This is an optimization exercise on Yosys and OpenROAD, whose aim is small area and a short achievable clock period, not a production implementation. Function was checked by simulation only, so behaviour that the tests miss may differ from the original.

==> inputs of garnet <==
// mod
module mod (
    input logic clk,
    input logic reset,
    input logic [15:0] samp,
    output logic pull,
    output logic pdata
);
    localparam logic [39:0] TH = 40'h00014CCCCC;
    logic [7:0]  cnt;
    logic [15:0] sv;
    logic [39:2] xb;
    logic [39:8] pb;
    logic [1:0] q;
    logic [3:1] cx, cx_n;
    logic [3:1] cp, cp_n;
    logic        q_out;     
    logic        pull_r;    
    wire [11:0] d0_0 = xb[13:2];
    wire o0 = 1'b0;
    wire [11:0] d1_0 = xb[25:14];
    wire a1_1 = &xb[25:14];
    wire a2_1 = &xb[25:15];
    wire g1 = a1_1 & cx[1];
    wire p1 = (a1_1 & !cx[1]) | (a2_1 & !xb[14] & cx[1]);
    wire o1 = g1 | (p1 & o0);
    wire [6:0] d2_0 = xb[32:26];
    wire a1_2 = &xb[32:26];
    wire a2_2 = &xb[32:27];
    wire g2 = a1_2 & cx[2];
    wire p2 = (a1_2 & !cx[2]) | (a2_2 & !xb[26] & cx[2]);
    wire o2 = g2 | (p2 & o1);
    wire [6:0] d3_0 = xb[39:33];
    wire s393_0 = (xb[39:33] >= 7'd64);
    wire s393_1 = ((xb[39:33] >= 7'd63) && (xb[39:33] <= 7'd126));
    wire s393_2 = ((xb[39:33] >= 7'd62) && (xb[39:33] <= 7'd125));
    wire y39 = (o2 ? (cx[3] ? s393_2 : s393_1) : (cx[3] ? s393_1 : s393_0));
    wire yz1_0 = (xb[25:14] <= 12'd2047);
    wire yz1_1 = (xb[25:14] <= 12'd2046) || (xb[25:14] == 12'd4095);
    wire yz1_2 = (xb[25:14] <= 12'd2045) || (xb[25:14] >= 12'd4094);
    wire yz2_0 = (xb[32:26] == 7'd0);
    wire yz2_1 = (xb[32:26] == 7'd127);
    wire yz2_2 = (xb[32:26] == 7'd126);
    wire yz3_0 = (xb[39:33] == 7'd0) || (xb[39:33] == 7'd64);
    wire yz3_1 = (xb[39:33] == 7'd63) || (xb[39:33] == 7'd127);
    wire yz3_2 = (xb[39:33] == 7'd62) || (xb[39:33] == 7'd126);
    wire yz = (o0 ? (cx[1] ? yz1_2 : yz1_1) : (cx[1] ? yz1_1 : yz1_0)) & (o1 ? (cx[2] ? yz2_2 : yz2_1) : (cx[2] ? yz2_1 : yz2_0)) & (o2 ? (cx[3] ? yz3_2 : yz3_1) : (cx[3] ? yz3_1 : yz3_0));
    wire ya1_0 = (xb[25:14] >= 12'd2048);
    wire ya1_1 = ((xb[25:14] >= 12'd2047) && (xb[25:14] <= 12'd4094));
  ...
Settings: LEC_CHECK=0, ABC_AREA=1, CAP_MARGIN=20, CORE_MARGIN=2, CORE_UTILIZATION=40, SETUP_SLACK_MARGIN=2.95, SLEW_MARGIN=20; clock period 5.2 ns.
standard.sh (not shown) runs the stock make flow with config.mk's settings and CLKGATE_MAP_FILE= SYNTH_SCRIPT=/design/flow/synth_recipe.tcl, a recipe that flattens the netlist after the stock synthesis.
==> flow/flow/run.sh <==
#!/bin/bash
# The standard layout (the standard.sh), but without Yosys's full-adder
# extraction (ADDER_MAP_FILE empty): ABC then maps the adders itself, into
# faster gates than the fixed sky130 fa/ha cells. Registers are unchanged.
# The port buffers are the smallest buffer cell (buffer_ports -buffer_cell).
set -euo pipefail
bash standard.sh ADDER_MAP_FILE= 'BUFFER_PORTS_ARGS=-buffer_cell sky130_fd_sc_hd__buf_1'  finish > standard_flow.log 2>&1
==> inputs of lagoon, as changes to garnet <==
--- a/flow/design.v
+++ b/flow/design.v
@@ -6,75 +6,75 @@
     output logic pull,
     output logic pdata
 );
     localparam logic [39:0] TH = 40'h00014CCCCC;
     logic [7:0]  cnt;
     logic [15:0] sv;
     logic [39:2] xb;
     logic [39:8] pb;
-    logic [1:0] q;
+    logic [0:0] q;
     logic [3:1] cx, cx_n;
     logic [3:1] cp, cp_n;
     logic        q_out;     
     logic        pull_r;    
-    wire [11:0] d0_0 = xb[13:2];
+    wire [13:0] d0_0 = xb[15:2];
     wire o0 = 1'b0;
-    wire [11:0] d1_0 = xb[25:14];
-    wire a1_1 = &xb[25:14];
-    wire a2_1 = &xb[25:15];
+    wire [9:0] d1_0 = xb[25:16];
+    wire a1_1 = &xb[25:16];
+    wire a2_1 = &xb[25:17];
     wire g1 = a1_1 & cx[1];
-    wire p1 = (a1_1 & !cx[1]) | (a2_1 & !xb[14] & cx[1]);
+    wire p1 = (a1_1 & !cx[1]) | (a2_1 & !xb[16] & cx[1]);
     wire o1 = g1 | (p1 & o0);
     wire [6:0] d2_0 = xb[32:26];
     wire a1_2 = &xb[32:26];
     wire a2_2 = &xb[32:27];
     wire g2 = a1_2 & cx[2];
     wire p2 = (a1_2 & !cx[2]) | (a2_2 & !xb[26] & cx[2]);
     wire o2 = g2 | (p2 & o1);
     wire [6:0] d3_0 = xb[39:33];
     wire s393_0 = (xb[39:33] >= 7'd64);
     wire s393_1 = ((xb[39:33] >= 7'd63) && (xb[39:33] <= 7'd126));
     wire s393_2 = ((xb[39:33] >= 7'd62) && (xb[39:33] <= 7'd125));
     wire y39 = (o2 ? (cx[3] ? s393_2 : s393_1) : (cx[3] ? s393_1 : s393_0));
-    wire yz1_0 = (xb[25:14] <= 12'd2047);
-    wire yz1_1 = (xb[25:14] <= 12'd2046) || (xb[25:14] == 12'd4095);
-    wire yz1_2 = (xb[25:14] <= 12'd2045) || (xb[25:14] >= 12'd4094);
+    wire yz1_0 = (xb[25:16] <= 10'd511);
+    wire yz1_1 = (xb[25:16] <= 10'd510) || (xb[25:16] == 10'd1023);
+    wire yz1_2 = (xb[25:16] <= 10'd509) || (xb[25:16] >= 10'd1022);
     wire yz2_0 = (xb[32:26] == 7'd0);
     wire yz2_1 = (xb[32:26] == 7'd127);
     wire yz2_2 = (xb[32:26] == 7'd126);
     wire yz3_0 = (xb[39:33] == 7'd0) || (xb[39:33] == 7'd64);
     wire yz3_1 = (xb[39:33] == 7'd63) || (xb[39:33] == 7'd127);
     wire yz3_2 = (xb[39:33] == 7'd62) || (xb[39:33] == 7'd126);
     wire yz = (o0 ? (cx[1] ? yz1_2 : yz1_1) : (cx[1] ? yz1_1 : yz1_0)) & (o1 ? (cx[2] ? yz2_2 : yz2_1) : (cx[2] ? yz2_1 : yz2_0)) & (o2 ? (cx[3] ? yz3_2 : yz3_1) : (cx[3] ? yz3_1 : yz3_0));
-    wire ya1_0 = (xb[25:14] >= 12'd2048);
-    wire ya1_1 = ((xb[25:14] >= 12'd2047) && (xb[25:14] <= 12'd4094));
-    wire ya1_2 = ((xb[25:14] >= 12'd2046) && (xb[25:14] <= 12'd4093));
+    wire ya1_0 = (xb[25:16] >= 10'd512);
+    wire ya1_1 = ((xb[25:16] >= 10'd511) && (xb[25:16] <= 10'd1022));
+    wire ya1_2 = ((xb[25:16] >= 10'd510) && (xb[25:16] <= 10'd1021));
     wire ya2_0 = (xb[32:26] == 7'd127);
     wire ya2_1 = (xb[32:26] == 7'd126);
     wire ya2_2 = (xb[32:26] == 7'd125);
     wire ya3_0 = (xb[39:33] == 7'd63) || (xb[39:33] == 7'd127);
     wire ya3_1 = (xb[39:33] == 7'd62) || (xb[39:33] == 7'd126);
     wire ya3_2 = (xb[39:33] == 7'd61) || (xb[39:33] == 7'd125);
     wire ya = (o0 ? (cx[1] ? ya1_2 : ya1_1) : (cx[1] ? ya1_1 : ya1_0)) & (o1 ? (cx[2] ? ya2_2 : ya2_1) : (cx[2] ? ya2_1 : ya2_0)) & (o2 ? (cx[3] ? ya3_2 : ya3_1) : (cx[3] ? ya3_1 : ya3_0));
-    wire ge1a0_0 = (xb[13:2] >= 12'd819);
-    wire ge1s1_0 = ((xb[25:14] >= 12'd1332) && (xb[25:14] <= 12'd2047)) || (xb[25:14] >= 12'd3380);
-    wire ge1e1_0 = (xb[25:14] == 12'd1331) || (xb[25:14] == 12'd3379);
-    wire ge1s1_1 = ((xb[25:14] >= 12'd1331) && (xb[25:14] <= 12'd2046)) || ((xb[25:14] >= 12'd3379) && (xb[25:14] <= 12'd4094));
-    wire ge1e1_1 = (xb[25:14] == 12'd1330) || (xb[25:14] == 12'd3378);
-    wire ge1s1_2 = ((xb[25:14] >= 12'd1330) && (xb[25:14] <= 12'd2045)) || ((xb[25:14] >= 12'd3378) && (xb[25:14] <= 12'd4093));
-    wire ge1e1_2 = (xb[25:14] == 12'd1329) || (xb[25:14] == 12'd3377);
+    wire ge1a0_0 = (xb[15:2] >= 14'd13107);
+    wire ge1s1_0 = ((xb[25:16] >= 10'd333) && (xb[25:16] <= 10'd511)) || (xb[25:16] >= 10'd845);
+    wire ge1e1_0 = (xb[25:16] == 10'd332) || (xb[25:16] == 10'd844);
+    wire ge1s1_1 = ((xb[25:16] >= 10'd332) && (xb[25:16] <= 10'd510)) || ((xb[25:16] >= 10'd844) && (xb[25:16] <= 10'd1022));
+    wire ge1e1_1 = (xb[25:16] == 10'd331) || (xb[25:16] == 10'd843);
+    wire ge1s1_2 = ((xb[25:16] >= 10'd331) && (xb[25:16] <= 10'd509)) || ((xb[25:16] >= 10'd843) && (xb[25:16] <= 10'd1021));
+    wire ge1e1_2 = (xb[25:16] == 10'd330) || (xb[25:16] == 10'd842);
     wire ge1 = ((o0 ? (cx[1] ? ge1s1_2 : ge1s1_1) : (cx[1] ? ge1s1_1 : ge1s1_0)) | ((o0 ? (cx[1] ? ge1e1_2 : ge1e1_1) : (cx[1] ? ge1e1_1 : ge1e1_0)) & ge1a0_0));
-    wire le2a0_0 = (xb[13:2] <= 12'd3276);
-    wire le2s1_0 = (xb[25:14] <= 12'd715) || ((xb[25:14] >= 12'd2048) && (xb[25:14] <= 12'd2763));
-    wire le2e1_0 = (xb[25:14] == 12'd716) || (xb[25:14] == 12'd2764);
-    wire le2s1_1 = (xb[25:14] <= 12'd714) || ((xb[25:14] >= 12'd2047) && (xb[25:14] <= 12'd2762)) || (xb[25:14] == 12'd4095);
-    wire le2e1_1 = (xb[25:14] == 12'd715) || (xb[25:14] == 12'd2763);
-    wire le2s1_2 = (xb[25:14] <= 12'd713) || ((xb[25:14] >= 12'd2046) && (xb[25:14] <= 12'd2761)) || (xb[25:14] >= 12'd4094);
-    wire le2e1_2 = (xb[25:14] == 12'd714) || (xb[25:14] == 12'd2762);
+    wire le2a0_0 = (xb[15:2] <= 14'd3276);
+    wire le2s1_0 = (xb[25:16] <= 10'd178) || ((xb[25:16] >= 10'd512) && (xb[25:16] <= 10'd690));
+    wire le2e1_0 = (xb[25:16] == 10'd179) || (xb[25:16] == 10'd691);
+    wire le2s1_1 = (xb[25:16] <= 10'd177) || ((xb[25:16] >= 10'd511) && (xb[25:16] <= 10'd689)) || (xb[25:16] == 10'd1023);
+    wire le2e1_1 = (xb[25:16] == 10'd178) || (xb[25:16] == 10'd690);
+    wire le2s1_2 = (xb[25:16] <= 10'd176) || ((xb[25:16] >= 10'd510) && (xb[25:16] <= 10'd688)) || (xb[25:16] >= 10'd1022);
+    wire le2e1_2 = (xb[25:16] == 10'd177) || (xb[25:16] == 10'd689);
     wire le2 = ((o0 ? (cx[1] ? le2s1_2 : le2s1_1) : (cx[1] ? le2s1_1 : le2s1_0)) | ((o0 ? (cx[1] ? le2e1_2 : le2e1_1) : (cx[1] ? le2e1_1 : le2e1_0)) & le2a0_0));
     wire c0 = !y39 & (!yz | ge1);
     wire c1 = !y39 & (!ya | le2);
     wire s1 = xb[10] ^ pb[10] ^ q[0];
     wire c2 = (xb[10] & pb[10]) | (xb[10] & q[0]) | (pb[10] & q[0]);
     wire s3 = xb[11] ^ pb[11] ^ q[0];
     wire c4 = (xb[11] & pb[11]) | (xb[11] & q[0]) | (pb[11] & q[0]);
     wire s5 = xb[12] ^ pb[12];
@@ -128,20 +128,20 @@
     wire s53 = xb[36] ^ pb[36];
     wire c54 = xb[36] & pb[36];
     wire s55 = xb[37] ^ pb[37];
     wire c56 = xb[37] & pb[37];
     wire s57 = xb[38] ^ pb[38];
     wire c58 = xb[38] & pb[38];
     wire s59 = xb[39] ^ pb[39];
     wire c60 = xb[39] & pb[39];
-    wire [12:0] xs61 = {1'b0, s7, s5, s3, s1, xb[9], xb[8], xb[7], xb[6], xb[5], xb[4], xb[3], xb[2]} + {1'b0, c6, c4, c2, 1'b0, pb[9], pb[8], q[0], q[0], 1'b0, 1'b0, q[0], q[0]} + 13'(1'b0);
-    assign cx_n[1] = xs61[12];
-    wire [12:0] xs62 = {1'b0, s31, s29, s27, s25, s23, s21, s19, s17, s15, s13, s11, s9} + {1'b0, c30, c28, c26, c24, c22, c20, c18, c16, c14, c12, c10, c8} + 13'(cx[1]);
-    assign cx_n[2] = xs62[12];
+    wire [14:0] xs61 = {1'b0, s11, s9, s7, s5, s3, s1, xb[9], xb[8], xb[7], xb[6], xb[5], xb[4], xb[3], xb[2]} + {1'b0, c10, c8, c6, c4, c2, 1'b0, pb[9], pb[8], q[0], q[0], 1'b0, 1'b0, q[0], q[0]} + 15'(1'b0);
+    assign cx_n[1] = xs61[14];
+    wire [10:0] xs62 = {1'b0, s31, s29, s27, s25, s23, s21, s19, s17, s15, s13} + {1'b0, c30, c28, c26, c24, c22, c20, c18, c16, c14, c12} + 11'(cx[1]);
+    assign cx_n[2] = xs62[10];
     wire s63 = s33 ^ c32 ^ cx[2];
     wire c64 = (s33 & c32) | (s33 & cx[2]) | (c32 & cx[2]);
     wire s65 = s35 ^ c34 ^ c64;
     wire c66 = (s35 & c34) | (s35 & c64) | (c34 & c64);
     wire s67 = s37 ^ c36 ^ c66;
     wire c68 = (s37 & c36) | (s37 & c66) | (c36 & c66);
     wire s69 = s39 ^ c38 ^ c68;
     wire c70 = (s39 & c38) | (s39 & c68) | (c38 & c68);
@@ -167,18 +167,18 @@
     wire s89 = s59 ^ c58 ^ c88;
     wire c90 = (s59 & c58) | (s59 & c88) | (c58 & c88);
     wire [5:0] ps91 = {1'b0, pb[12], pb[11], pb[10], pb[9], pb[8]} + {1'b0, ~sv[4], ~sv[3], ~sv[2], ~sv[1], ~sv[0]} + 6'(1'b1);
     assign cp_n[1] = ps91[5];
     wire [4:0] ps92 = {1'b0, pb[16], pb[15], pb[14], pb[13]} + {1'b0, ~sv[8], ~sv[7], ~sv[6], ~sv[5]} + 5'(cp[1]);
     assign cp_n[2] = ps92[4];
     wire [7:0] ps93 = {1'b0, pb[23], pb[22], pb[21], pb[20], pb[19], pb[18], pb[17]} + {1'b0, ~sv[15], ~sv[14], ~sv[13], ~sv[12], ~sv[11], ~sv[10], ~sv[9]} + 8'(cp[2]);
     assign cp_n[3] = ps93[7];
-    wire inc94 = cp[3] & !(~q[1]);
-    wire dec95 = (~q[1]) & !cp[3];
+    wire inc94 = cp[3] & !(~q[0]);
+    wire dec95 = (~q[0]) & !cp[3];
     wire t96 = inc94 | dec95;
     wire s97 = pb[24] ^ t96;
     wire t98 = (inc94 & pb[24]) | (dec95 & !(pb[24]));
     wire s99 = pb[25] ^ t98;
     wire t100 = (inc94 & pb[24] & pb[25]) | (dec95 & !(pb[24] | pb[25]));
     wire s101 = pb[26] ^ t100;
     wire t102 = (inc94 & pb[24] & pb[25] & pb[26]) | (dec95 & !(pb[24] | pb[25] | pb[26]));
     wire s103 = pb[27] ^ t102;
@@ -201,17 +201,17 @@
     wire t120 = (inc94 & pb[24] & pb[25] & pb[26] & pb[27] & pb[28] & pb[29] & pb[30] & pb[31] & pb[32] & pb[33] & pb[34] & pb[35]) | (dec95 & !(pb[24] | pb[25] | pb[26] | pb[27] | pb[28] | pb[29] | pb[30] | pb[31] | pb[32] | pb[33] | pb[34] | pb[35]));
     wire s121 = pb[36] ^ t120;
     wire t122 = (inc94 & pb[24] & pb[25] & pb[26] & pb[27] & pb[28] & pb[29] & pb[30] & pb[31] & pb[32] & pb[33] & pb[34] & pb[35] & pb[36]) | (dec95 & !(pb[24] | pb[25] | pb[26] | pb[27] | pb[28] | pb[29] | pb[30] | pb[31] | pb[32] | pb[33] | pb[34] | pb[35] | pb[36]));
     wire s123 = pb[37] ^ t122;
     wire t124 = (inc94 & pb[24] & pb[25] & pb[26] & pb[27] & pb[28] & pb[29] & pb[30] & pb[31] & pb[32] & pb[33] & pb[34] & pb[35] & pb[36] & pb[37]) | (dec95 & !(pb[24] | pb[25] | pb[26] | pb[27] | pb[28] | pb[29] | pb[30] | pb[31] | pb[32] | pb[33] | pb[34] | pb[35] | pb[36] | pb[37]));
     wire s125 = pb[38] ^ t124;
     wire t126 = (inc94 & pb[24] & pb[25] & pb[26] & pb[27] & pb[28] & pb[29] & pb[30] & pb[31] & pb[32] & pb[33] & pb[34] & pb[35] & pb[36] & pb[37] & pb[38]) | (dec95 & !(pb[24] | pb[25] | pb[26] | pb[27] | pb[28] | pb[29] | pb[30] | pb[31] | pb[32] | pb[33] | pb[34] | pb[35] | pb[36] | pb[37] | pb[38]));
     wire s127 = pb[39] ^ t126;
-    wire [39:2] xb_n = {s89, s87, s85, s83, s81, s79, s77, s75, s73, s71, s69, s67, s65, s63, xs62[11], xs62[10], xs62[9], xs62[8], xs62[7], xs62[6], xs62[5], xs62[4], xs62[3], xs62[2], xs62[1], xs62[0], xs61[11], xs61[10], xs61[9], xs61[8], xs61[7], xs61[6], xs61[5], xs61[4], xs61[3], xs61[2], xs61[1], xs61[0]};
+    wire [39:2] xb_n = {s89, s87, s85, s83, s81, s79, s77, s75, s73, s71, s69, s67, s65, s63, xs62[9], xs62[8], xs62[7], xs62[6], xs62[5], xs62[4], xs62[3], xs62[2], xs62[1], xs62[0], xs61[13], xs61[12], xs61[11], xs61[10], xs61[9], xs61[8], xs61[7], xs61[6], xs61[5], xs61[4], xs61[3], xs61[2], xs61[1], xs61[0]};
     wire [39:8] pb_n = {s127, s125, s123, s121, s119, s117, s115, s113, s111, s109, s107, s105, s103, s101, s99, s97, ps93[6], ps93[5], ps93[4], ps93[3], ps93[2], ps93[1], ps93[0], ps92[3], ps92[2], ps92[1], ps92[0], ps91[4], ps91[3], ps91[2], ps91[1], ps91[0]};
     always_ff @(posedge clk or posedge reset) begin
         if (reset) begin
             cnt <= 8'hFF;
             pull_r <= 1'b1;
             sv  <= '0;
             xb  <= 38'h2000533332;
             pb  <= '0;
@@ -223,15 +223,14 @@
             cnt <= cnt + 8'd1;
             pull_r <= (cnt == 8'hFE);
             if (cnt == 8'hFF) sv <= samp;
             xb  <= xb_n;
             pb  <= pb_n;
             cx  <= cx_n;
             cp  <= cp_n;
             q[0] <= q[0] ? c1 : c0;
-            q[1] <= q[1] ? c1 : c0;
             q_out <= q_out ? c1 : c0;
         end
     end
     assign pull  = pull_r;
     assign pdata = q_out;
 endmodule
==> flow/config.mk (replaced) <==
export PLATFORM = sky130hd
export DESIGN_NAME = mod
export DESIGN_NICKNAME = mod
export VERILOG_FILES = /design/flow/design.v
export SDC_FILE = /design/flow/constraint.sdc
export NUM_CORES = 4
export LEC_CHECK = 0
export ABC_AREA = 1
export CAP_MARGIN = 20
export CORE_MARGIN = 2
export CORE_UTILIZATION = 40
export CTS_CLUSTER_DIAMETER = 60
export CTS_CLUSTER_SIZE = 40
export SETUP_SLACK_MARGIN = 3.0
export SLEW_MARGIN = 20
==> results by group <==
Status
  – Status: no timing/DRC/antenna violations

Layout
  – Clk tree area frac: 0.0435
  – Seq area share: 0.358

Logic synthesis
  – Yosys top cell area share: 0.309
  – Post-Synth Adder-Cell Area: 0.00149
  – Mux cell area share after synthesis: 0.0134
Source of the figures above: garnet

==> results by group <==
Status
  – Status: no timing/DRC/antenna violations

Logic synthesis
  – Post-Synth Adder-Cell Area: 0
  – Yosys top cell area share: 0.315
  – Mux cell area share after synthesis: 0.0207

Layout
  – Seq area share: 0.364
  – Clk tree area frac: 0.0400
Source of the figures above: lagoon

## static timing again, ports no longer ideal
The flow's constraints put no driver on any port. The routed layouts listed below were extracted and timed again, unchanged, in two steps. Step 1, drivers: a clkbuf_16 drives clk and a buf_2 each remaining input, both assumed. Step 2, shift: input delay + t, output delay - t, t = (earliest + latest rising clock arrival at the registers) / 2. This alone moves slack from input paths to output paths. a / b / c = ideal ports / drivers / drivers and shift; a / b = the first two.
| run | shift t [ns] | setup slack, ns | pins driven straight from the clock port |
|---|---|---|---|
| garnet | 0.395 | 3.128 / 3.085 / 3.005 | 1 |
| lagoon | 0.391 | 3.144 / 3.101 / 3.171 | 1 |
After both steps setup and hold are still met in every run listed. The setup slack of garnet, which loses most, moves by -0.043 ns with the drivers and by -0.123 ns with both steps. Setup slack includes reset recovery checks.
